What follows belongs to an exercise in optimizing a design on an open flow for small area; a production flow would make more cautious choices.
In this exercise RTL edits were held to simulation tests only and were not proved equivalent to the original.
No activity file was given, so power comes from the tool's default toggle rates.

==> inputs of exp/nickel <==
==> flow/design.v (excerpt) <==
module core_pipeline(
    input rstn,
    input clk,
    input halt_ext,
    output reg  [9:0]  pc_curr_if,
    input  wire [15:0] instr_rom_id,
    output reg         memRead_ex,
    output reg         memWrite_ex,
    output wire [15:0] addrRam_ex,
    output wire [31:0] wr_dataRam_ex,
    input  wire [31:0] dataRam_wb
);
Settings: LEC_CHECK=0, CAP_MARGIN=10, CORE_MARGIN=2, CORE_UTILIZATION=55, PLACE_DENSITY=0.7, SLEW_MARGIN=10, SYNTH_HIERARCHICAL=1; clock period 6.0 ns.
run.sh (not shown) runs the stock make flow with config.mk's settings and CLKGATE_MAP_FILE= SYNTH_SCRIPT=/design/flow/synth_recipe.tcl, a recipe that flattens the netlist after the stock synthesis.
==> inputs of exp/cedar, as changes to exp/nickel <==
--- a/flow/design.v
+++ b/flow/design.v
@@ -2,34 +2,31 @@
 assign y = en ? (8'd1 << a) : 8'd0;
 endmodule
 module cp_ao3n(input [31:0] a, input [31:0] b, input [31:0] c, input [2:0] s, output [31:0] y);
 assign y = ~(({32{s[0]}} & a) | ({32{s[1]}} & b) | ({32{s[2]}} & c));
 endmodule
 module cp_ao2n(input [31:0] a, input [31:0] b, input [1:0] s, output [31:0] y);
 assign y = ~(({32{s[0]}} & a) | ({32{s[1]}} & b));
-endmodule
-module cp_ao2xn(input [31:0] a, input [31:0] b, input [1:0] s, input [31:0] x, output [31:0] y);
-assign y = ~(({32{s[0]}} & a) | ({32{s[1]}} & b) | x);
 endmodule
 module cp_nand3(input [31:0] a, input [31:0] b, input [31:0] c, output [31:0] y);
 assign y = ~(a & b & c);
 endmodule
 module cp_rdport(input [255:0] rf, input [7:0] s, output [31:0] y);
 wire [31:0] y0, y1, y2;
 cp_ao3n  u0(rf[  0+:32], rf[ 32+:32], rf[ 64+:32], s[2:0], y0);
 cp_ao3n  u1(rf[ 96+:32], rf[128+:32], rf[160+:32], s[5:3], y1);
 cp_ao2n  u2(rf[192+:32], rf[224+:32], s[7:6], y2);
 cp_nand3 u3(y0, y1, y2, y);
 endmodule
-module cp_rdportx(input [255:0] rf, input [7:0] s, input [31:0] x, output [31:0] y);
+module cp_rdportx(input [255:0] rf, input [7:0] s, input [31:0] xn, output [31:0] y);
 wire [31:0] y0, y1, y2;
 cp_ao3n  u0(rf[  0+:32], rf[ 32+:32], rf[ 64+:32], s[2:0], y0);
 cp_ao3n  u1(rf[ 96+:32], rf[128+:32], rf[160+:32], s[5:3], y1);
-cp_ao2xn u2(rf[192+:32], rf[224+:32], s[7:6], x, y2);
-cp_nand3 u3(y0, y1, y2, y);
+cp_ao2n  u2(rf[192+:32], rf[224+:32], s[7:6], y2);
+cp_nand4 u3(y0, y1, y2, xn, y);
 endmodule
 module cp_ao4(input [31:0] a, input [31:0] b, input [31:0] c, input [31:0] d,
               input [3:0] s, output [31:0] y);
 assign y = ({32{s[0]}} & a) | ({32{s[1]}} & b) | ({32{s[2]}} & c) | ({32{s[3]}} & d);
 endmodule
 module cp_lu(input [31:0] a, input [31:0] b, input [3:0] t, output [31:0] y);
 genvar i;
@@ -54,39 +51,42 @@
     wire c3 = gg[2] | pp[2] & c2;
     assign c[4*k+3:4*k] = {c3, c2, c1, bc[k]};
 end endgenerate
 endmodule
 module cp_ao2(input [31:0] a, input [31:0] b, input [1:0] s, output [31:0] y);
 assign y = ({32{s[0]}} & a) | ({32{s[1]}} & b);
 endmodule
-module cp_xt(input [5:0] n, input L, input sh, input rel, input lc, input [9:0] relT, input [7:0] k, output [31:0] xt);
+module cp_xtdec(input [5:0] n, input L, input sh, input rel, input lc, input [9:0] relT, input [7:0] k,
+                output [3:0] G, output [3:0] E, output [7:0] gtl, output [9:0] Gx);
 wire [4:0] m = n[4:0];
 wire [3:0] gth, eqh;
-wire [7:0] gtl;
 genvar h, l, i;
 generate
 for (h = 0; h < 4; h = h + 1) begin : gh
     assign gth[h] = m[4:3] > h;
     assign eqh[h] = m[4:3] == h;
 end
 for (l = 0; l < 8; l = l + 1) begin : gl
     assign gtl[l] = L ? (m[2:0] > 7 - l) : (m[2:0] > l);
 end
-wire [3:0] G, E;
 for (h = 0; h < 4; h = h + 1) begin : gg
     assign G[h] = sh & (n[5] | (L ? gth[3-h] : gth[h]));
     assign E[h] = sh & (L ? eqh[3-h] : eqh[h]);
 end
-for (i = 0; i < 32; i = i + 1) begin : gb
-    wire mk = G[i/8] | (E[i/8] & gtl[i%8]);
-    if (i < 8)       assign xt[i] = mk | (rel & relT[i]) | (lc & k[i]);
-    else if (i < 10) assign xt[i] = mk | (rel & relT[i]);
-    else             assign xt[i] = mk;
+for (i = 0; i < 10; i = i + 1) begin : gx
+    if (i < 8) assign Gx[i] = G[i/8] | (rel & relT[i]) | (lc & k[i]);
+    else       assign Gx[i] = G[i/8] | (rel & relT[i]);
 end
 endgenerate
+endmodule
+module cp_a21oi(input [31:0] a, input [31:0] b, input [31:0] c, output [31:0] y);
+assign y = ~((a & b) | c);
+endmodule
+module cp_nand4(input [31:0] a, input [31:0] b, input [31:0] c, input [31:0] d, output [31:0] y);
+assign y = ~(a & b & c & d);
 endmodule
 module core_pipeline(
     input rstn,
     input clk,
     input halt_ext,
     output reg  [9:0]  pc_curr_if,
     input  wire [15:0] instr_rom_id,
@@ -142,19 +142,30 @@
 wire [9:0] relT  = {{3{offk[6]}}, offk};
 wire [5:0] n     = b[5:0];
 reg  [255:0] rf;
 wire [7:0]   s1sel, s2sel;
 wire         en2 = !(isRel | isLoadC | isShift | isF);
 cp_dec8 u_d1(1'b1, op1, s1sel);
 cp_dec8 u_d2(en2, b[2:0], s2sel);
-wire [31:0] xt;
-cp_xt u_xt(n, isShL, isShift, isRel, isLoadC, relT, b[7:0], xt);
+wire [3:0]  xG, xE;
+wire [7:0]  xgtl;
+wire [9:0]  xGx;
+cp_xtdec u_xd(n, isShL, isShift, isRel, isLoadC, relT, b[7:0], xG, xE, xgtl, xGx);
+reg  [31:0] xa, xb, xc;
+always @(*)
+    for (i = 0; i < 32; i = i + 1) begin
+        xa[i] = xE[i/8];
+        xb[i] = xgtl[i%8];
+        xc[i] = (i < 10) ? xGx[i] : xG[i/8];
+    end
+wire [31:0] xtn;
+cp_a21oi u_xt(xa, xb, xc, xtn);
 wire [31:0] S1, S2;
 cp_rdport  u_p1(rf, s1sel, S1);
-cp_rdportx u_p2(rf, s2sel, xt, S2);
+cp_rdportx u_p2(rf, s2sel, xtn, S2);
 wire fill = isShR & b[9] & S1[31];
 reg [3:0] tt;
 always @(*) begin
     if (isAS)             tt = b[10] ? 4'b1001 : 4'b0110;    
     else if (isRel)       tt = 4'b0110;                       
     else if (isShift)     tt = {fill, 1'b1, fill, 1'b0};      
     else if (isLogic)
--- a/flow/config.mk
+++ b/flow/config.mk
@@ -4,10 +4,13 @@
 export VERILOG_FILES = /design/flow/design.v
 export SDC_FILE = /design/flow/constraint.sdc
 export NUM_CORES = 4
 export LEC_CHECK = 0
 export CAP_MARGIN = 10
 export CORE_MARGIN = 2
 export CORE_UTILIZATION = 55
+export CTS_BUF_LIST = sky130_fd_sc_hd__clkbuf_8
+export CTS_CLUSTER_DIAMETER = 55
+export CTS_CLUSTER_SIZE = 15
 export PLACE_DENSITY = 0.7
 export SLEW_MARGIN = 10
 export SYNTH_HIERARCHICAL = 1
==> inputs of exp/fjord, as changes to exp/nickel <==
==> flow/design.v (replaced) <==
module cp_dec8(input en, input [2:0] a, output [7:0] y);
assign y = en ? (8'd1 << a) : 8'd0;
endmodule
module cp_rdport(input [255:0] rf, input [7:0] s, output [31:0] y);
assign y = ({32{s[0]}} & rf[  0+:32]) | ({32{s[1]}} & rf[ 32+:32]) |
           ({32{s[2]}} & rf[ 64+:32]) | ({32{s[3]}} & rf[ 96+:32]) |
           ({32{s[4]}} & rf[128+:32]) | ({32{s[5]}} & rf[160+:32]) |
           ({32{s[6]}} & rf[192+:32]) | ({32{s[7]}} & rf[224+:32]);
endmodule
module cp_rdportx(input [255:0] rf, input [7:0] s, input [31:0] x, output [31:0] y);
assign y = ({32{s[0]}} & rf[  0+:32]) | ({32{s[1]}} & rf[ 32+:32]) |
           ({32{s[2]}} & rf[ 64+:32]) | ({32{s[3]}} & rf[ 96+:32]) |
           ({32{s[4]}} & rf[128+:32]) | ({32{s[5]}} & rf[160+:32]) |
           ({32{s[6]}} & rf[192+:32]) | ({32{s[7]}} & rf[224+:32]) | x;
endmodule
module cp_ao4(input [31:0] a, input [31:0] b, input [31:0] c, input [31:0] d,
              input [3:0] s, output [31:0] y);
assign y = ({32{s[0]}} & a) | ({32{s[1]}} & b) | ({32{s[2]}} & c) | ({32{s[3]}} & d);
endmodule
module cp_lu(input [31:0] a, input [31:0] b, input [3:0] t, output [31:0] y);
genvar i;
generate for (i = 0; i < 32; i = i + 1) begin : g
    assign y[i] = t[{a[i], b[i]}];
end endgenerate
endmodule
module cp_carry(input [31:0] p, input [31:0] a, input cin, input en, output [31:0] c);
reg [31:0] G, P;
integer i, l;
always @(*) begin
    G = a & ~p & {32{en}};
    P = p;
    G[0] = G[0] | (P[0] & cin & en);
    for (l = 1; l < 32; l = l * 2)
        for (i = 2*l-1; i < 32; i = i + 2*l) begin
            G[i] = G[i] | (P[i] & G[i-l]);
            P[i] = P[i] & P[i-l];
        end
    for (l = 8; l >= 1; l = l / 2)
        for (i = 3*l-1; i < 32; i = i + 2*l) begin
            G[i] = G[i] | (P[i] & G[i-l]);
            P[i] = P[i] & P[i-l];
        end
end
assign c = {G[30:0], cin & en};
endmodule
module cp_ao2(input [31:0] a, input [31:0] b, input [1:0] s, output [31:0] y);
assign y = ({32{s[0]}} & a) | ({32{s[1]}} & b);
endmodule
module core_pipeline(
    input rstn,
    input clk,
    input halt_ext,
    output reg  [9:0]  pc_curr_if,
    input  wire [15:0] instr_rom_id,
    output reg         memRead_ex,
    output reg         memWrite_ex,
    output wire [15:0] addrRam_ex,
    output wire [31:0] wr_dataRam_ex,
    input  wire [31:0] dataRam_wb
);
integer i;
reg        rstn_seq, halt_seq;
reg [15:0] last_instr;
reg        last_nop;
reg        isPL_id;           
reg        isJmp_wb;
wire [15:0] b      = halt_seq ? last_instr : instr_rom_id;
wire        id_nop = halt_seq ? last_nop   : !rstn_seq;
always @(posedge clk) begin
    rstn_seq   <= rstn;
    halt_seq   <= halt_ext;
    last_instr <= b;
    last_nop   <= id_nop;
end
wire g0000   = b[15:12] == 4'b0000;
wire g0001   = b[15:12] == 4'b0001;
wire g0011   = b[15:12] == 4'b0011;
wire condGrp = b[15:13] == 3'b001;
wire isLoad  = b[15:11] == 5'b01000;
wire isStore = b[15:11] == 5'b01001;
wire isLoadC = b[15:11] == 5'b01010;
wire isArith = b[15:11] == 5'b01011;                
wire isF     = isArith & b[9];                       
wire isAS    = isArith & !b[9];                      
wire isLogic = b[15:12] == 4'b0110 && !(b[11] & b[10]);
wire isShR   = b[15:10] == 6'b011011;                
wire isShL   = b[15:9]  == 7'b0111000;
wire isShift = isShR | isShL;
wire isHalt  = b == 16'b0111_0010_0000_0000;
wire isJc    = condGrp & !b[11];
wire isRel   = g0001 | g0011 | isHalt;               
wire regWr   = isLoad | isLoadC | isArith | isLogic | isShift;
reg [2:0] op1;
always @(*) begin
    if (isLoad)                        op1 = b[2:0];
    else if (isStore)                  op1 = b[10:8];
    else if (isArith | isLogic)        op1 = b[5:3];
    else                               op1 = b[8:6];   
end
wire [2:0] op0 = (isLoad | isLoadC) ? b[10:8] : b[8:6];
reg q_if, q_id, q_ex, q_wb, qk_ex;
wire [9:0] pc_id = pc_curr_if + ((isPL_id | q_id) ? 10'd3 : q_if ? 10'h3fb : 10'h3ff);
wire [9:0] relT  = pc_id + {{4{b[5]}}, b[5:0]};
reg  [255:0] rf;
wire [7:0]   s1sel, s2sel;
wire         en2 = !(isRel | isLoadC | isShift | isF);
cp_dec8 u_d1(1'b1, op1, s1sel);
cp_dec8 u_d2(en2, b[2:0], s2sel);
wire [5:0] n = b[5:0];
reg  [31:0] mask;
always @(*)
    for (i = 0; i < 32; i = i + 1)
        mask[i] = n[5] | (isShL ? (31 - i < n[4:0]) : (i < n[4:0]));
reg [31:0] xt;
always @(*) begin
    xt = 32'd0;
    if (isShift)      xt = mask;
    else if (isRel)   xt[9:0] = relT;
    else if (isLoadC) xt[7:0] = b[7:0];
end
wire [31:0] S1, S2;
cp_rdport  u_p1(rf, s1sel, S1);
cp_rdportx u_p2(rf, s2sel, xt, S2);
wire fill = isShR & b[9] & S1[31];
reg [3:0] tt;
always @(*) begin
    if (isAS)             tt = b[10] ? 4'b1001 : 4'b0110;    
    else if (isShift)     tt = {fill, 1'b1, fill, 1'b0};      
    else if (isLogic)
        case (b[11:9])
            3'b000:  tt = 4'b1000;    
            3'b001:  tt = 4'b1110;    
            3'b010:  tt = 4'b0110;    
            3'b011:  tt = 4'b0111;    
            3'b100:  tt = 4'b0001;    
            default: tt = 4'b1001;    
        endcase
    else                  tt = 4'b1010;                       
end
wire [4:0] r = !isShift ? 5'd0 : isShL ? 5'd0 - n[4:0] : n[4:0];
wire flag = b[9] ^ (b[10] ? (S1 == 32'd0) : S1[31]);
wire jt   = g0000 | g0001 | isHalt | (isJc & flag);
reg [31:0] S1_ex, S2_ex;
reg [3:0]  tt_ex;
reg [4:0]  r_ex;
reg        as_ex, sub_ex;
reg        regWrite_ex, jt_ex;
reg [2:0]  op0_ex;
wire flush = !rstn | isJmp_wb | id_nop;
always @(posedge clk)
    if (!halt_ext) begin
        S1_ex       <= S1;
        S2_ex       <= S2;
        tt_ex       <= tt;
        r_ex        <= r;
        as_ex       <= isAS;
        sub_ex      <= b[10];
        op0_ex      <= op0;
        memRead_ex  <= !flush & (isLoad | isStore);
        memWrite_ex <= !flush & isStore;
        regWrite_ex <= !flush & regWr;
        jt_ex       <= !flush & jt;
        qk_ex       <= !flush & isPL_id & condGrp & !jt;
    end
assign addrRam_ex    = S1_ex[15:0];
assign wr_dataRam_ex = S2_ex;
wire [31:0] y;
cp_lu u_lu(S1_ex, S2_ex, tt_ex, y);
wire [3:0] rs1 = 4'd1 << r_ex[1:0];
wire [3:0] rs2 = 4'd1 << r_ex[3:2];
wire [1:0] rs3 = r_ex[4] ? 2'b10 : 2'b01;
wire [31:0] r1, r2, z;
cp_ao4 u_r1(y, {y[0], y[31:1]}, {y[1:0], y[31:2]}, {y[2:0], y[31:3]}, rs1, r1);
cp_ao4 u_r2(r1, {r1[3:0], r1[31:4]}, {r1[7:0], r1[31:8]}, {r1[11:0], r1[31:12]}, rs2, r2);
cp_ao2 u_r3(r2, {r2[15:0], r2[31:16]}, rs3, z);
wire [31:0] c;
cp_carry u_c(y, S1_ex, sub_ex, as_ex, c);
wire [31:0] X_ex = z ^ c;
reg [31:0] X_wb;
reg [2:0]  op0_wb;
reg        regWrite_wb, load_wb;
always @(posedge clk)
    if (!halt_ext) begin
        X_wb        <= X_ex;
        op0_wb      <= op0_ex;
        load_wb     <= memRead_ex;
        regWrite_wb <= rstn & regWrite_ex;
        isJmp_wb    <= rstn & jt_ex & !isJmp_wb;
        isPL_id     <= !rstn | isJmp_wb;
        pc_curr_if  <= !rstn ? 10'd0 : isJmp_wb ? X_wb[9:0] :
                       pc_curr_if + (q_wb ? 10'd5 : q_if ? 10'h3fd : 10'd1);
        q_if        <= rstn & !isJmp_wb & q_wb;
        q_id        <= rstn & !isJmp_wb & q_if;
        q_ex        <= rstn & !isJmp_wb & q_id;
        q_wb        <= rstn & !isJmp_wb & (q_ex | qk_ex);
    end
wire [31:0] D;
wire [7:0]  wsel;
cp_ao2  u_d(dataRam_wb, X_wb, {rstn & !load_wb, rstn & load_wb}, D);
cp_dec8 u_dw(regWrite_wb, op0_wb, wsel);
always @(posedge clk)
    for (i = 0; i < 8; i = i + 1)
        if (!rstn || wsel[i]) rf[i*32 +: 32] <= D;
endmodule
==> flow/config.mk (replaced) <==
export PLATFORM = sky130hd
export DESIGN_NAME = core_pipeline
export DESIGN_NICKNAME = core_pipeline
export VERILOG_FILES = /design/flow/design.v
export SDC_FILE = /design/flow/constraint.sdc
export NUM_CORES = 4
export LEC_CHECK = 0
export CAP_MARGIN = 20
export CORE_MARGIN = 2
export CORE_UTILIZATION = 45
export PLACE_DENSITY = 0.6
export SLEW_MARGIN = 20
export SYNTH_HIERARCHICAL = 1
==> inputs of exp/garnet, as changes to exp/nickel <==
--- a/flow/design.v
+++ b/flow/design.v
@@ -2,34 +2,31 @@
 assign y = en ? (8'd1 << a) : 8'd0;
 endmodule
 module cp_ao3n(input [31:0] a, input [31:0] b, input [31:0] c, input [2:0] s, output [31:0] y);
 assign y = ~(({32{s[0]}} & a) | ({32{s[1]}} & b) | ({32{s[2]}} & c));
 endmodule
 module cp_ao2n(input [31:0] a, input [31:0] b, input [1:0] s, output [31:0] y);
 assign y = ~(({32{s[0]}} & a) | ({32{s[1]}} & b));
-endmodule
-module cp_ao2xn(input [31:0] a, input [31:0] b, input [1:0] s, input [31:0] x, output [31:0] y);
-assign y = ~(({32{s[0]}} & a) | ({32{s[1]}} & b) | x);
 endmodule
 module cp_nand3(input [31:0] a, input [31:0] b, input [31:0] c, output [31:0] y);
 assign y = ~(a & b & c);
 endmodule
 module cp_rdport(input [255:0] rf, input [7:0] s, output [31:0] y);
 wire [31:0] y0, y1, y2;
 cp_ao3n  u0(rf[  0+:32], rf[ 32+:32], rf[ 64+:32], s[2:0], y0);
 cp_ao3n  u1(rf[ 96+:32], rf[128+:32], rf[160+:32], s[5:3], y1);
 cp_ao2n  u2(rf[192+:32], rf[224+:32], s[7:6], y2);
 cp_nand3 u3(y0, y1, y2, y);
 endmodule
-module cp_rdportx(input [255:0] rf, input [7:0] s, input [31:0] x, output [31:0] y);
+module cp_rdportx(input [255:0] rf, input [7:0] s, input [31:0] xn, output [31:0] y);
 wire [31:0] y0, y1, y2;
 cp_ao3n  u0(rf[  0+:32], rf[ 32+:32], rf[ 64+:32], s[2:0], y0);
 cp_ao3n  u1(rf[ 96+:32], rf[128+:32], rf[160+:32], s[5:3], y1);
-cp_ao2xn u2(rf[192+:32], rf[224+:32], s[7:6], x, y2);
-cp_nand3 u3(y0, y1, y2, y);
+cp_ao2n  u2(rf[192+:32], rf[224+:32], s[7:6], y2);
+cp_nand4 u3(y0, y1, y2, xn, y);
 endmodule
 module cp_ao4(input [31:0] a, input [31:0] b, input [31:0] c, input [31:0] d,
               input [3:0] s, output [31:0] y);
 assign y = ({32{s[0]}} & a) | ({32{s[1]}} & b) | ({32{s[2]}} & c) | ({32{s[3]}} & d);
 endmodule
 module cp_lu(input [31:0] a, input [31:0] b, input [3:0] t, output [31:0] y);
 genvar i;
@@ -54,39 +51,42 @@
     wire c3 = gg[2] | pp[2] & c2;
     assign c[4*k+3:4*k] = {c3, c2, c1, bc[k]};
 end endgenerate
 endmodule
 module cp_ao2(input [31:0] a, input [31:0] b, input [1:0] s, output [31:0] y);
 assign y = ({32{s[0]}} & a) | ({32{s[1]}} & b);
 endmodule
-module cp_xt(input [5:0] n, input L, input sh, input rel, input lc, input [9:0] relT, input [7:0] k, output [31:0] xt);
+module cp_xtdec(input [5:0] n, input L, input sh, input rel, input lc, input [9:0] relT, input [7:0] k,
+                output [3:0] G, output [3:0] E, output [7:0] gtl, output [9:0] Gx);
 wire [4:0] m = n[4:0];
 wire [3:0] gth, eqh;
-wire [7:0] gtl;
 genvar h, l, i;
 generate
 for (h = 0; h < 4; h = h + 1) begin : gh
     assign gth[h] = m[4:3] > h;
     assign eqh[h] = m[4:3] == h;
 end
 for (l = 0; l < 8; l = l + 1) begin : gl
     assign gtl[l] = L ? (m[2:0] > 7 - l) : (m[2:0] > l);
 end
-wire [3:0] G, E;
 for (h = 0; h < 4; h = h + 1) begin : gg
     assign G[h] = sh & (n[5] | (L ? gth[3-h] : gth[h]));
     assign E[h] = sh & (L ? eqh[3-h] : eqh[h]);
 end
-for (i = 0; i < 32; i = i + 1) begin : gb
-    wire mk = G[i/8] | (E[i/8] & gtl[i%8]);
-    if (i < 8)       assign xt[i] = mk | (rel & relT[i]) | (lc & k[i]);
-    else if (i < 10) assign xt[i] = mk | (rel & relT[i]);
-    else             assign xt[i] = mk;
+for (i = 0; i < 10; i = i + 1) begin : gx
+    if (i < 8) assign Gx[i] = G[i/8] | (rel & relT[i]) | (lc & k[i]);
+    else       assign Gx[i] = G[i/8] | (rel & relT[i]);
 end
 endgenerate
+endmodule
+module cp_a21oi(input [31:0] a, input [31:0] b, input [31:0] c, output [31:0] y);
+assign y = ~((a & b) | c);
+endmodule
+module cp_nand4(input [31:0] a, input [31:0] b, input [31:0] c, input [31:0] d, output [31:0] y);
+assign y = ~(a & b & c & d);
 endmodule
 module core_pipeline(
     input rstn,
     input clk,
     input halt_ext,
     output reg  [9:0]  pc_curr_if,
     input  wire [15:0] instr_rom_id,
@@ -142,19 +142,30 @@
 wire [9:0] relT  = {{3{offk[6]}}, offk};
 wire [5:0] n     = b[5:0];
 reg  [255:0] rf;
 wire [7:0]   s1sel, s2sel;
 wire         en2 = !(isRel | isLoadC | isShift | isF);
 cp_dec8 u_d1(1'b1, op1, s1sel);
 cp_dec8 u_d2(en2, b[2:0], s2sel);
-wire [31:0] xt;
-cp_xt u_xt(n, isShL, isShift, isRel, isLoadC, relT, b[7:0], xt);
+wire [3:0]  xG, xE;
+wire [7:0]  xgtl;
+wire [9:0]  xGx;
+cp_xtdec u_xd(n, isShL, isShift, isRel, isLoadC, relT, b[7:0], xG, xE, xgtl, xGx);
+reg  [31:0] xa, xb, xc;
+always @(*)
+    for (i = 0; i < 32; i = i + 1) begin
+        xa[i] = xE[i/8];
+        xb[i] = xgtl[i%8];
+        xc[i] = (i < 10) ? xGx[i] : xG[i/8];
+    end
+wire [31:0] xtn;
+cp_a21oi u_xt(xa, xb, xc, xtn);
 wire [31:0] S1, S2;
 cp_rdport  u_p1(rf, s1sel, S1);
-cp_rdportx u_p2(rf, s2sel, xt, S2);
+cp_rdportx u_p2(rf, s2sel, xtn, S2);
 wire fill = isShR & b[9] & S1[31];
 reg [3:0] tt;
 always @(*) begin
     if (isAS)             tt = b[10] ? 4'b1001 : 4'b0110;    
     else if (isRel)       tt = 4'b0110;                       
     else if (isShift)     tt = {fill, 1'b1, fill, 1'b0};      
     else if (isLogic)
==> flow/config.mk (replaced) <==
export PLATFORM = sky130hd
export DESIGN_NAME = core_pipeline
export DESIGN_NICKNAME = core_pipeline
export VERILOG_FILES = /design/flow/design.v
export SDC_FILE = /design/flow/constraint.sdc
export NUM_CORES = 4
export LEC_CHECK = 0
export CAP_MARGIN = 10
export CORE_MARGIN = 2
export CORE_UTILIZATION = 60
export CTS_BUF_LIST = sky130_fd_sc_hd__clkbuf_8
export CTS_CLUSTER_DIAMETER = 50
export CTS_CLUSTER_SIZE = 12
export PLACE_DENSITY = 0.75
export SLEW_MARGIN = 10
export SYNTH_HIERARCHICAL = 1
==> qor summary <==
item                                                                       exp/fjord                exp/cedar               exp/nickel               exp/garnet
Data required time of the worst path                                         6.34 ns                  6.39 ns                  6.35 ns                  6.37 ns
Largest net degree at the start of global routing                                 71                      104                       68                      100
Clock root cell                                                            clkbuf_16                 clkbuf_8                clkbuf_16                 clkbuf_8
Post-synth EDFFs                                                                 392                      391                      391                      391
Filler cell count                                                               4294                     2966                     3072                     2518
Num CTS Buffers                                                                   44                       38                       45                       46
Num sequential                                                                   411                      410                      410                      410
Leakage                                                                      9.53 nW                  8.37 nW                  8.79 nW                  8.38 nW
Simple-gate share of the synthesized area                                      0.108                   0.0952                   0.0912                   0.0952
Non-clock buffer contribution to total cell area                              0.0779                   0.0677                   0.0623                   0.0666
Part of the power in registers                                                 0.437                    0.525                    0.457                    0.521
Inverter count of the layout excluding clock inverters                            34                       27                       30                       27
Area enclosed by the die boundary                                       0.0528 sq mm             0.0411 sq mm             0.0420 sq mm             0.0378 sq mm
Int Power                                                                    6.03 mW                  5.02 mW                  5.91 mW                  5.03 mW
Worst VDD drop                                                                210 uV                   207 uV                   220 uV                   148 uV
Reg area                                                                0.0122 sq mm             0.0121 sq mm             0.0121 sq mm             0.0121 sq mm
Flip-flop and latch share of the layout cell area                              0.459                    0.513                    0.494                    0.514
Sequential share of the synthesized area                                       0.530                    0.558                    0.546                    0.558
Result of the run                                            complete, no violations  complete, no violations  complete, no violations  complete, no violations
Total area of multi-input combinational cells                          0.00977 sq mm            0.00843 sq mm            0.00863 sq mm            0.00841 sq mm
Inserted tap cell count                                                          672                      518                      525                      461
Relative contribution of combinational cells to total power                    0.240                    0.240                    0.211                    0.239
Launch point of the critical path                                   instr_rom_id[13]         instr_rom_id[12]         instr_rom_id[12]         instr_rom_id[13]

==> re-timing with driven ports <==
Ports are ideal in the flow. The routed layouts listed here were re-timed in OpenROAD.
Step 1 (the two cells are an assumption about what drives the block):
set clk [get_ports {clk}]
set_driving_cell -lib_cell sky130_fd_sc_hd__clkbuf_16 $clk
set_driving_cell -lib_cell sky130_fd_sc_hd__buf_2 [delete_from_list [all_inputs] $clk]
Step 2 times the ports against the registers' clock, not the clock port: input delays grow and output delays shrink by t, the midpoint of the rising clock arrivals with the driver on.
Slacks: ideal ports / drivers / drivers and shift; pairs: ideal ports / drivers.
| run | shift t [ns] | setup slack, ns | worst hold slack (ns) | worst setup path at the end |
|---|---|---|---|---|
| exp/nickel | 0.639 | 0.475 / 0.510 / -0.130 | 0.422 / 0.422 / 0.422 | input to register |
| exp/cedar | 0.687 | 0.376 / 0.407 / -0.280 | 0.429 / 0.429 / 0.429 | input to register |
| exp/fjord | 0.652 | 0.568 / 0.612 / -0.040 | 0.437 / 0.437 / 0.437 | input to register |
| exp/garnet | 0.662 | 0.377 / 0.408 / -0.254 | 0.416 / 0.416 / 0.416 | input to register |
Met with ideal ports but missed after step 2: setup timing in every run listed. For exp/cedar, which loses most, drivers alone change the setup slack by +0.031 ns; drivers and shift together by -0.656 ns.
